Source: an optimization exercise on an open RTL-to-GDS flow (aim: small area). Production flows keep margins and buffers that such runs may drop.
At most, simulation tests tie the RTL to the original design; equivalence was not proved.
No activity file was given, so power comes from the tool's default toggle rates.

==> flow/design.v (excerpt) <==
module top(
	input clk, 
	input rst, 
	input [7:0]sw, 
	input [3:0]btn, 
	output [3:0]an, 
	output reg [6:0]seg, 
	output dp, 
	output [7:0]led, 
	output beep 
	);
Size in the first run: roughly 2500 cells after synthesis, roughly 35 I/O pins.
Settings: LEC_CHECK=0, CAP_MARGIN=0, CORE_MARGIN=2, CORE_UTILIZATION=50, SLEW_MARGIN=0; clock period 12.0 ns.
standard.sh (not shown) runs the stock make flow with config.mk's settings and CLKGATE_MAP_FILE= SYNTH_SCRIPT=/design/flow/synth_recipe.tcl, a recipe that flattens the netlist after the stock synthesis.
==> flow/flow/run.sh <==
#!/bin/bash
# Own flow: the standard synthesis, then its combinational logic re-mapped
# for area by ABC (flip-flop instances untouched), then the standard layout.
# Each tool writes its full output to a log file in this folder.
set -euo pipefail
R=$PWD/orfs/results/$FLOW_PLATFORM/top/base
LIB=$FLOW_HOME/platforms/$FLOW_PLATFORM/lib/sky130_fd_sc_hd__tt_025C_1v80.lib
YOSYS=$FLOW_HOME/../tools/install/yosys/bin/yosys
command -v "$YOSYS" >/dev/null 2>&1 || YOSYS=yosys

bash standard.sh synth > synth_std.log 2>&1
cp $R/1_2_yosys.v netlist_std.v

FFS=$(grep -o "sky130_fd_sc_hd__[a-z]*df[a-z0-9_]*" netlist_std.v | sort -u | tr '\n' ' ')
sed -e "s#@LIB@#$LIB#g" -e "s#@FFS@#$FFS#g" -e "s#@ABC@#$PWD/flow/area.abc#g" \
    -e "s#@IN@#$PWD/netlist_std.v#g" -e "s#@OUT@#$PWD/netlist_resyn.v#g" flow/resyn.ys > resyn.ys
"$YOSYS" -l resyn.log -s resyn.ys > /dev/null 2>&1

cp netlist_resyn.v $R/1_2_yosys.v
rm -f $R/1_synth.odb $R/1_synth.sdc
bash standard.sh synth > synth_odb.log 2>&1
# clock tree: large buffers on clusters of flip-flops, no dummy loads
export CTS_ARGS="-sink_clustering_enable -repair_clock_nets -sink_clustering_size 30 -sink_clustering_max_diameter 60 -buf_list sky130_fd_sc_hd__clkbuf_16 -dont_use_dummy_load"
bash standard.sh > layout.log 2>&1
==> flow/flow/area.abc <==
strash
balance -l
resub -K 6 -l
rewrite -l
resub -K 6 -N 2 -l
refactor -l
resub -K 8 -l
balance -l
resub -K 8 -N 2 -l
rewrite -l
resub -K 10 -l
rewrite -z -l
resub -K 10 -N 2 -l
balance -l
resub -K 12 -l
refactor -z -l
resub -K 12 -N 2 -l
rewrite -z -l
balance -l
&get -n
&deepsyn -T 60
&put
dch -f
amap
==> flow/flow/resyn.ys <==
# re-map the combinational logic of the standard synthesis netlist
read_liberty -ignore_miss_func @LIB@
read_verilog @IN@
hierarchy -top top
setattr -mod -set keep_hierarchy 1 @FFS@
flatten top
select -module top
opt_clean
abc -liberty @LIB@ -script @ABC@ -dont_use sky130_fd_sc_hd__probe_p_8 -dont_use sky130_fd_sc_hd__probec_p_8 -dont_use *lpflow*
opt_clean -purge
hilomap -singleton -hicell sky130_fd_sc_hd__conb_1 HI -locell sky130_fd_sc_hd__conb_1 LO
splitnets
opt_clean -purge
select -clear
tee -o resyn_stat.txt stat -liberty @LIB@ top
select top
write_verilog -noattr -nohex -nodec -selected @OUT@
Change:
--- a/flow/flow/run.sh
+++ b/flow/flow/run.sh
@@ -21,4 +21,6 @@
 bash standard.sh synth > synth_odb.log 2>&1
 # clock tree: large buffers on clusters of flip-flops, no dummy loads
-export CTS_ARGS="-sink_clustering_enable -repair_clock_nets -sink_clustering_size 30 -sink_clustering_max_diameter 60 -buf_list sky130_fd_sc_hd__clkbuf_16 -dont_use_dummy_load"
+export CTS_ARGS="-sink_clustering_enable -repair_clock_nets -sink_clustering_size 35 -sink_clustering_max_diameter 80 -buf_list sky130_fd_sc_hd__clkbuf_16 -dont_use_dummy_load"
+# small port buffers
+export BUFFER_PORTS_ARGS="-buffer_cell sky130_fd_sc_hd__buf_1"
 bash standard.sh > layout.log 2>&1
What happened: The changed run ran to the end with no violations. Die area does not change. Routed wire length stays flat. Worst setup slack is better by 0.29 ns.
Change:
--- a/flow/flow/run.sh
+++ b/flow/flow/run.sh
@@ -21,5 +21,5 @@
 bash standard.sh synth > synth_odb.log 2>&1
 # clock tree: large buffers on clusters of flip-flops, no dummy loads
-export CTS_ARGS="-sink_clustering_enable -repair_clock_nets -sink_clustering_size 35 -sink_clustering_max_diameter 80 -buf_list sky130_fd_sc_hd__clkbuf_16 -dont_use_dummy_load"
+export CTS_ARGS="-sink_clustering_enable -repair_clock_nets -sink_clustering_size 30 -sink_clustering_max_diameter 60 -buf_list sky130_fd_sc_hd__clkbuf_16 -dont_use_dummy_load"
 # small port buffers
 export BUFFER_PORTS_ARGS="-buffer_cell sky130_fd_sc_hd__buf_1"
--- a/flow/config.mk
+++ b/flow/config.mk
@@ -9,3 +9,5 @@
 export CORE_MARGIN = 2
 export CORE_UTILIZATION = 50
+export GPL_TIMING_DRIVEN = 0
+export PLACE_DENSITY = 0.75
 export SLEW_MARGIN = 0
Die area stays the same.
Area after synthesis does not change.
Routed wire length is lower by about 2%.
Critical path depth fell by 1.
Design area grows by 0.38%.
Hold slack got worse by 0.011 ns.
Utilization came out higher by 0.21 points.

* * *

Setup of lane 4:
top, a different RTL version from the one above (not shown whole).
Size: ~2500 cells after synthesis, roughly 35 I/O pins, roughly 0.022 sq mm of cells after synthesis.
export LEC_CHECK = 0
export CAP_MARGIN = 0
export CORE_MARGIN = 2
export CORE_UTILIZATION = 50
export GPL_TIMING_DRIVEN = 0
export PLACE_DENSITY = 0.75
export SLEW_MARGIN = 0
create_clock -name core_clock -period 12.0 [get_ports {clk}]
==> flow/flow/run.sh <==
#!/bin/bash
# Own flow: the standard synthesis, then its combinational logic re-mapped
# for area by ABC (flip-flop instances untouched), then the standard layout.
# Each tool writes its full output to a log file in this folder.
set -euo pipefail
R=$PWD/orfs/results/$FLOW_PLATFORM/top/base
LIB=$FLOW_HOME/platforms/$FLOW_PLATFORM/lib/sky130_fd_sc_hd__tt_025C_1v80.lib
YOSYS=$FLOW_HOME/../tools/install/yosys/bin/yosys
command -v "$YOSYS" >/dev/null 2>&1 || YOSYS=yosys

bash standard.sh synth > synth_std.log 2>&1
cp $R/1_2_yosys.v netlist_std.v

FFS=$(grep -o "sky130_fd_sc_hd__[a-z]*df[a-z0-9_]*" netlist_std.v | sort -u | tr '\n' ' ')
sed -e "s#@LIB@#$LIB#g" -e "s#@FFS@#$FFS#g" -e "s#@ABC@#$PWD/flow/area.abc#g" \
    -e "s#@IN@#$PWD/netlist_std.v#g" -e "s#@OUT@#$PWD/netlist_resyn.v#g" flow/resyn.ys > resyn.ys
"$YOSYS" -l resyn.log -s resyn.ys > /dev/null 2>&1

cp netlist_resyn.v $R/1_2_yosys.v
rm -f $R/1_synth.odb $R/1_synth.sdc
bash standard.sh synth > synth_odb.log 2>&1
# clock tree: large buffers on clusters of flip-flops, no dummy loads
export CTS_ARGS="-sink_clustering_enable -repair_clock_nets -sink_clustering_size 40 -sink_clustering_max_diameter 70 -buf_list sky130_fd_sc_hd__clkbuf_16 -dont_use_dummy_load"
# small port buffers
export BUFFER_PORTS_ARGS="-buffer_cell sky130_fd_sc_hd__buf_1"
bash standard.sh > layout.log 2>&1
==> flow/flow/area.abc <==
strash
balance -l
resub -K 6 -l
rewrite -l
resub -K 6 -N 2 -l
refactor -l
resub -K 8 -l
balance -l
resub -K 8 -N 2 -l
rewrite -l
resub -K 10 -l
rewrite -z -l
resub -K 10 -N 2 -l
balance -l
resub -K 12 -l
refactor -z -l
resub -K 12 -N 2 -l
rewrite -z -l
balance -l
&get -n
&deepsyn -T 60
&put
dch -f
amap -m
Scripts as last shown in full above: flow/flow/resyn.ys
Edits applied to the flow inputs when going from lane 4 to lane 1:
-- flow/flow/run.sh --
<<< lane 4, line 23
export CTS_ARGS="-sink_clustering_enable -repair_clock_nets -sink_clustering_size 40 -sink_clustering_max_diameter 70 -buf_list sky130_fd_sc_hd__clkbuf_16 -dont_use_dummy_load"
>>> lane 1, line 23
export CTS_ARGS="-sink_clustering_enable -repair_clock_nets -sink_clustering_size 35 -sink_clustering_max_diameter 70 -buf_list sky130_fd_sc_hd__clkbuf_16 -dont_use_dummy_load"
Findings:
- Lane 1 and lane 4 all finish clean.
- [compare] base=lane 4 new=lane 1: via count of the first global-routing pass picked up an extra 264, total power lost 7.4%.
- On die extent in y, lane 1 and lane 4 are neck and neck.
- Register share of the cell area: lane 1 and lane 4 compared, lower one is lane 1
- Comparing lane 1 with lane 4, the gate count of the mapped netlist came out essentially unchanged.
- ~same reported leakage power in lane 1 and lane 4
No run of this note included a check of the RTL's function; only the layout flow was run.

* * *

== build 44 ==
Another version of the RTL of top (not shown whole).
Size: about 2400 cells after synthesis, roughly 0.022 mm^2 of cells after synthesis.
export LEC_CHECK = 0
export CAP_MARGIN = 10
export CORE_MARGIN = 2
export CORE_UTILIZATION = 60
export GPL_TIMING_DRIVEN = 0
export PLACE_DENSITY = 0.85
export SLEW_MARGIN = 10
create_clock -name core_clock -period 12.0 [get_ports {clk}]
==> flow/flow/run.sh <==
#!/bin/bash
# Own flow: the standard synthesis, then its combinational logic re-mapped
# for area by ABC (flip-flop instances untouched; four ABC runs with
# different seeds and mappings, the smallest result is kept), then the standard layout
# with a clock tree of mid-size buffers on clusters of flip-flops and
# small port buffers. Each tool writes its full output to a log file in
# this folder.
set -euo pipefail
R=$PWD/orfs/results/$FLOW_PLATFORM/top/base
LIB=$FLOW_HOME/platforms/$FLOW_PLATFORM/lib/sky130_fd_sc_hd__tt_025C_1v80.lib
YOSYS=$FLOW_HOME/../tools/install/yosys/bin/yosys
command -v "$YOSYS" >/dev/null 2>&1 || YOSYS=yosys

bash standard.sh synth > synth_std.log 2>&1
cp $R/1_2_yosys.v netlist_std.v

FFS=$(grep -o "sky130_fd_sc_hd__[a-z]*df[a-z0-9_]*" netlist_std.v | sort -u | tr '\n' ' ')
# ABC runs: two deepsyn seeds, each mapped with and without a dc2 pass
RUNS="0b"
for K in $RUNS; do
  S=${K%?}; M=${K: -1}
  if [[ $M == b ]]; then PRE="dc2"; else PRE=""; fi
  sed -e "s#@T@#150#" -e "s#@S@#$S#" -e "s#@PRE@#$PRE#" flow/area.abc > area_$K.abc
  sed -e "s#@LIB@#$LIB#g" -e "s#@FFS@#$FFS#g" -e "s#@ABC@#$PWD/area_$K.abc#g" \
      -e "s#@IN@#$PWD/netlist_std.v#g" -e "s#@OUT@#$PWD/netlist_resyn_$K.v#g" \
      -e "s#@STAT@#$PWD/resyn_stat_$K.txt#g" flow/resyn.ys > resyn_$K.ys
  "$YOSYS" -l resyn_$K.log -s resyn_$K.ys > /dev/null 2>&1 &
done
wait
best=""; besta=""
for K in $RUNS; do
  [[ -s netlist_resyn_$K.v && -f resyn_stat_$K.txt ]] || continue
  a=$(grep "Chip area for module" resyn_stat_$K.txt | awk '{print $NF}' || true)
  [[ -n "$a" ]] || continue
  if [[ -z "$besta" ]] || awk "BEGIN{exit !($a < $besta)}"; then best=$K; besta=$a; fi
done
[[ -n "$best" ]]
echo "run $best area $besta" > resyn_choice.txt
cp netlist_resyn_$best.v $R/1_2_yosys.v
rm -f $R/1_synth.odb $R/1_synth.sdc
bash standard.sh synth > synth_odb.log 2>&1
# clock tree: mid-size buffers on clusters of flip-flops, no dummy loads
export CTS_ARGS="-sink_clustering_enable -repair_clock_nets -sink_clustering_size 18 -sink_clustering_max_diameter 55 -buf_list sky130_fd_sc_hd__clkbuf_8 -dont_use_dummy_load"
# small port buffers
export BUFFER_PORTS_ARGS="-buffer_cell sky130_fd_sc_hd__buf_1"
bash standard.sh > layout.log 2>&1
==> flow/flow/area.abc <==
strash
balance -l
resub -K 6 -l
rewrite -l
resub -K 6 -N 2 -l
refactor -l
resub -K 8 -l
balance -l
resub -K 8 -N 2 -l
rewrite -l
resub -K 10 -l
rewrite -z -l
resub -K 10 -N 2 -l
balance -l
resub -K 12 -l
refactor -z -l
resub -K 12 -N 2 -l
rewrite -z -l
balance -l
&get -n
&deepsyn -T @T@ -S @S@
&put
@PRE@
dch -f
amap -m
Other scripts of this flow, unchanged in this note and not shown: flow/flow/resyn.ys
For build 13, these inputs were changed with respect to build 44:
# build 44
export LEC_CHECK = 0
export CAP_MARGIN = 10
export CORE_MARGIN = 2
export CORE_UTILIZATION = 60
export GPL_TIMING_DRIVEN = 0
export PLACE_DENSITY = 0.85
export SLEW_MARGIN = 10
create_clock -name core_clock -period 12.0 [get_ports {clk}]
# build 13
export LEC_CHECK = 0
export CAP_MARGIN = 10
export CORE_MARGIN = 2
export CORE_UTILIZATION = 50
export GPL_TIMING_DRIVEN = 0
export PLACE_DENSITY = 0.75
export SLEW_MARGIN = 10
create_clock -name core_clock -period 12.0 [get_ports {clk}]
==> flow/flow/run.sh <==
#!/bin/bash
# Own flow: the standard synthesis, then its combinational logic re-mapped
# for area by ABC (flip-flop instances untouched; three ABC runs with
# different seeds, the smallest result is kept), then the standard layout
# with a clock tree of mid-size buffers on clusters of flip-flops and
# small port buffers. Each tool writes its full output to a log file in
# this folder.
set -euo pipefail
R=$PWD/orfs/results/$FLOW_PLATFORM/top/base
LIB=$FLOW_HOME/platforms/$FLOW_PLATFORM/lib/sky130_fd_sc_hd__tt_025C_1v80.lib
YOSYS=$FLOW_HOME/../tools/install/yosys/bin/yosys
command -v "$YOSYS" >/dev/null 2>&1 || YOSYS=yosys

bash standard.sh synth > synth_std.log 2>&1
cp $R/1_2_yosys.v netlist_std.v

FFS=$(grep -o "sky130_fd_sc_hd__[a-z]*df[a-z0-9_]*" netlist_std.v | sort -u | tr '\n' ' ')
for S in 0 7 13; do
  sed -e "s#@T@#150#" -e "s#@S@#$S#" flow/area.abc > area_$S.abc
  sed -e "s#@LIB@#$LIB#g" -e "s#@FFS@#$FFS#g" -e "s#@ABC@#$PWD/area_$S.abc#g" \
      -e "s#@IN@#$PWD/netlist_std.v#g" -e "s#@OUT@#$PWD/netlist_resyn_$S.v#g" \
      -e "s#@STAT@#$PWD/resyn_stat_$S.txt#g" flow/resyn.ys > resyn_$S.ys
  "$YOSYS" -l resyn_$S.log -s resyn_$S.ys > /dev/null 2>&1 &
done
wait
best=""; besta=""
for S in 0 7 13; do
  [[ -s netlist_resyn_$S.v && -f resyn_stat_$S.txt ]] || continue
  a=$(grep "Chip area for module" resyn_stat_$S.txt | awk '{print $NF}' || true)
  [[ -n "$a" ]] || continue
  if [[ -z "$besta" ]] || awk "BEGIN{exit !($a < $besta)}"; then best=$S; besta=$a; fi
done
[[ -n "$best" ]]
echo "seed $best area $besta" > resyn_choice.txt
cp netlist_resyn_$best.v $R/1_2_yosys.v
rm -f $R/1_synth.odb $R/1_synth.sdc
bash standard.sh synth > synth_odb.log 2>&1
# clock tree: mid-size buffers on clusters of flip-flops, no dummy loads
export CTS_ARGS="-sink_clustering_enable -repair_clock_nets -sink_clustering_size 18 -sink_clustering_max_diameter 55 -buf_list sky130_fd_sc_hd__clkbuf_8 -dont_use_dummy_load"
# small port buffers
export BUFFER_PORTS_ARGS="-buffer_cell sky130_fd_sc_hd__buf_1"
bash standard.sh > layout.log 2>&1
--- a/flow/flow/area.abc
+++ b/flow/flow/area.abc
@@ -22,3 +22,2 @@
 &put
-@PRE@
 dch -f
## What came out
Critical path launch point = s0.out: build 13; critical path launch point = showrec[0]: build 44
| pre-CTS setup slack | lower: build 44 |
Compared with build 44, build 13 shows count of clock-buffer cells in the layout higher by 3.
Logic gate share of total power: build 13 < build 44
The run showing the smaller layout overhead on the synthesized area is build 44.
Build 13 vs. build 44: worst path arrival time shows no meaningful change, power share of the clock group went up by 0.9 points, placement row count up 10%, clock-cell share of area now sits at about the same level, die area higher.
Hold slack came out higher on build 13 than on build 44.
Between build 13 and build 44, the buffering overhead figures differ only marginally.
diff inputs: build 13 => build 52
==> flow/flow/run.sh <==
#!/bin/bash
# Own flow: the standard synthesis, then its combinational logic re-mapped
# for area by ABC (flip-flop instances untouched; four ABC runs with
# different seeds and mappings, the smallest result is kept), then the standard layout
# with a clock tree of mid-size buffers on clusters of flip-flops and
# small port buffers. Each tool writes its full output to a log file in
# this folder.
set -euo pipefail
R=$PWD/orfs/results/$FLOW_PLATFORM/top/base
LIB=$FLOW_HOME/platforms/$FLOW_PLATFORM/lib/sky130_fd_sc_hd__tt_025C_1v80.lib
YOSYS=$FLOW_HOME/../tools/install/yosys/bin/yosys
command -v "$YOSYS" >/dev/null 2>&1 || YOSYS=yosys

bash standard.sh synth > synth_std.log 2>&1
cp $R/1_2_yosys.v netlist_std.v

FFS=$(grep -o "sky130_fd_sc_hd__[a-z]*df[a-z0-9_]*" netlist_std.v | sort -u | tr '\n' ' ')
# ABC runs: two deepsyn seeds, each mapped with and without a dc2 pass
RUNS="0a 0b 13a 13b"
for K in $RUNS; do
  S=${K%?}; M=${K: -1}
  if [[ $M == b ]]; then PRE="dc2"; else PRE=""; fi
  sed -e "s#@T@#150#" -e "s#@S@#$S#" -e "s#@PRE@#$PRE#" flow/area.abc > area_$K.abc
  sed -e "s#@LIB@#$LIB#g" -e "s#@FFS@#$FFS#g" -e "s#@ABC@#$PWD/area_$K.abc#g" \
      -e "s#@IN@#$PWD/netlist_std.v#g" -e "s#@OUT@#$PWD/netlist_resyn_$K.v#g" \
      -e "s#@STAT@#$PWD/resyn_stat_$K.txt#g" flow/resyn.ys > resyn_$K.ys
  "$YOSYS" -l resyn_$K.log -s resyn_$K.ys > /dev/null 2>&1 &
done
wait
best=""; besta=""
for K in $RUNS; do
  [[ -s netlist_resyn_$K.v && -f resyn_stat_$K.txt ]] || continue
  a=$(grep "Chip area for module" resyn_stat_$K.txt | awk '{print $NF}' || true)
  [[ -n "$a" ]] || continue
  if [[ -z "$besta" ]] || awk "BEGIN{exit !($a < $besta)}"; then best=$K; besta=$a; fi
done
[[ -n "$best" ]]
echo "run $best area $besta" > resyn_choice.txt
cp netlist_resyn_$best.v $R/1_2_yosys.v
rm -f $R/1_synth.odb $R/1_synth.sdc
bash standard.sh synth > synth_odb.log 2>&1
# clock tree: mid-size buffers on clusters of flip-flops, no dummy loads
export CTS_ARGS="-sink_clustering_enable -repair_clock_nets -sink_clustering_size 18 -sink_clustering_max_diameter 55 -buf_list sky130_fd_sc_hd__clkbuf_8 -dont_use_dummy_load"
# small port buffers
export BUFFER_PORTS_ARGS="-buffer_cell sky130_fd_sc_hd__buf_1"
bash standard.sh > layout.log 2>&1
--- a/flow/flow/area.abc
+++ b/flow/flow/area.abc
@@ -22,2 +22,3 @@
 &put
+@PRE@
 dch -f
==> run notes <==
The final layout from build 52, which completed every stage, passed the timing, DRC and antenna checks at the end of the flow. The routed wire length of build 52 was superior to that of build 13. Of the two values seen for cell with the biggest individual delay on the critical path, dfxtp_1 was produced by build 52 and nor2_1 by build 13. Compared with build 13, build 52 shows a higher count of buffer and inverter cells on the critical path. Final-layout clock-cell area share: build 52 vs build 13 — no meaningful difference. Build 52 ends up with lower clock-buffer cell count than build 13 does. Any difference in sequential share of layout area between build 52 and build 13 is small enough to ignore. Lower worst hold slack was reported by build 13, not build 52. Build 52 has post-route clock period utilization below what build 13 had.

re-timing with driven ports:
How much do the figures lean on ideal ports? The routed layouts below were timed once more, with nothing changed but the port constraints. Step 1 assumes that a clkbuf_16 drives the clock port and a buf_2 every other input. Step 2 times the ports against the registers' clock, not the clock port: input delays grow and output delays shrink by t, the midpoint of the rising clock arrivals with the driver on. Slacks: ideal ports / drivers / drivers and shift; pairs: ideal ports / drivers.
run | shift t [ns] | slack for setup (ns) | clock arrival spread, ns | cell pins on the clock port's net
the first run of note 1 | 0.605 | 1.573 / 1.515 / 2.120 | 0.057 / 0.057 | 1
the second run of note 1 | 0.638 | 1.860 / 1.803 / 2.441 | 0.067 / 0.066 | 1
the third run of note 1 | 0.609 | 0.915 / 0.855 / 1.465 | 0.071 / 0.071 | 1
lane 4 | 0.621 | 0.738 / 0.689 / 1.310 | 0.086 / 0.086 | 1
lane 1 | 0.645 | 0.672 / 0.616 / 1.261 | 0.085 / 0.085 | 1
build 44 | 0.650 | 0.990 / 0.938 / 1.589 | 0.088 / 0.087 | 1
build 13 | 0.672 | 1.004 / 0.950 / 1.622 | 0.093 / 0.093 | 1
build 52 | 0.665 | 1.439 / 1.384 / 2.049 | 0.079 / 0.078 | 1
After both steps every run listed still meets setup and hold.
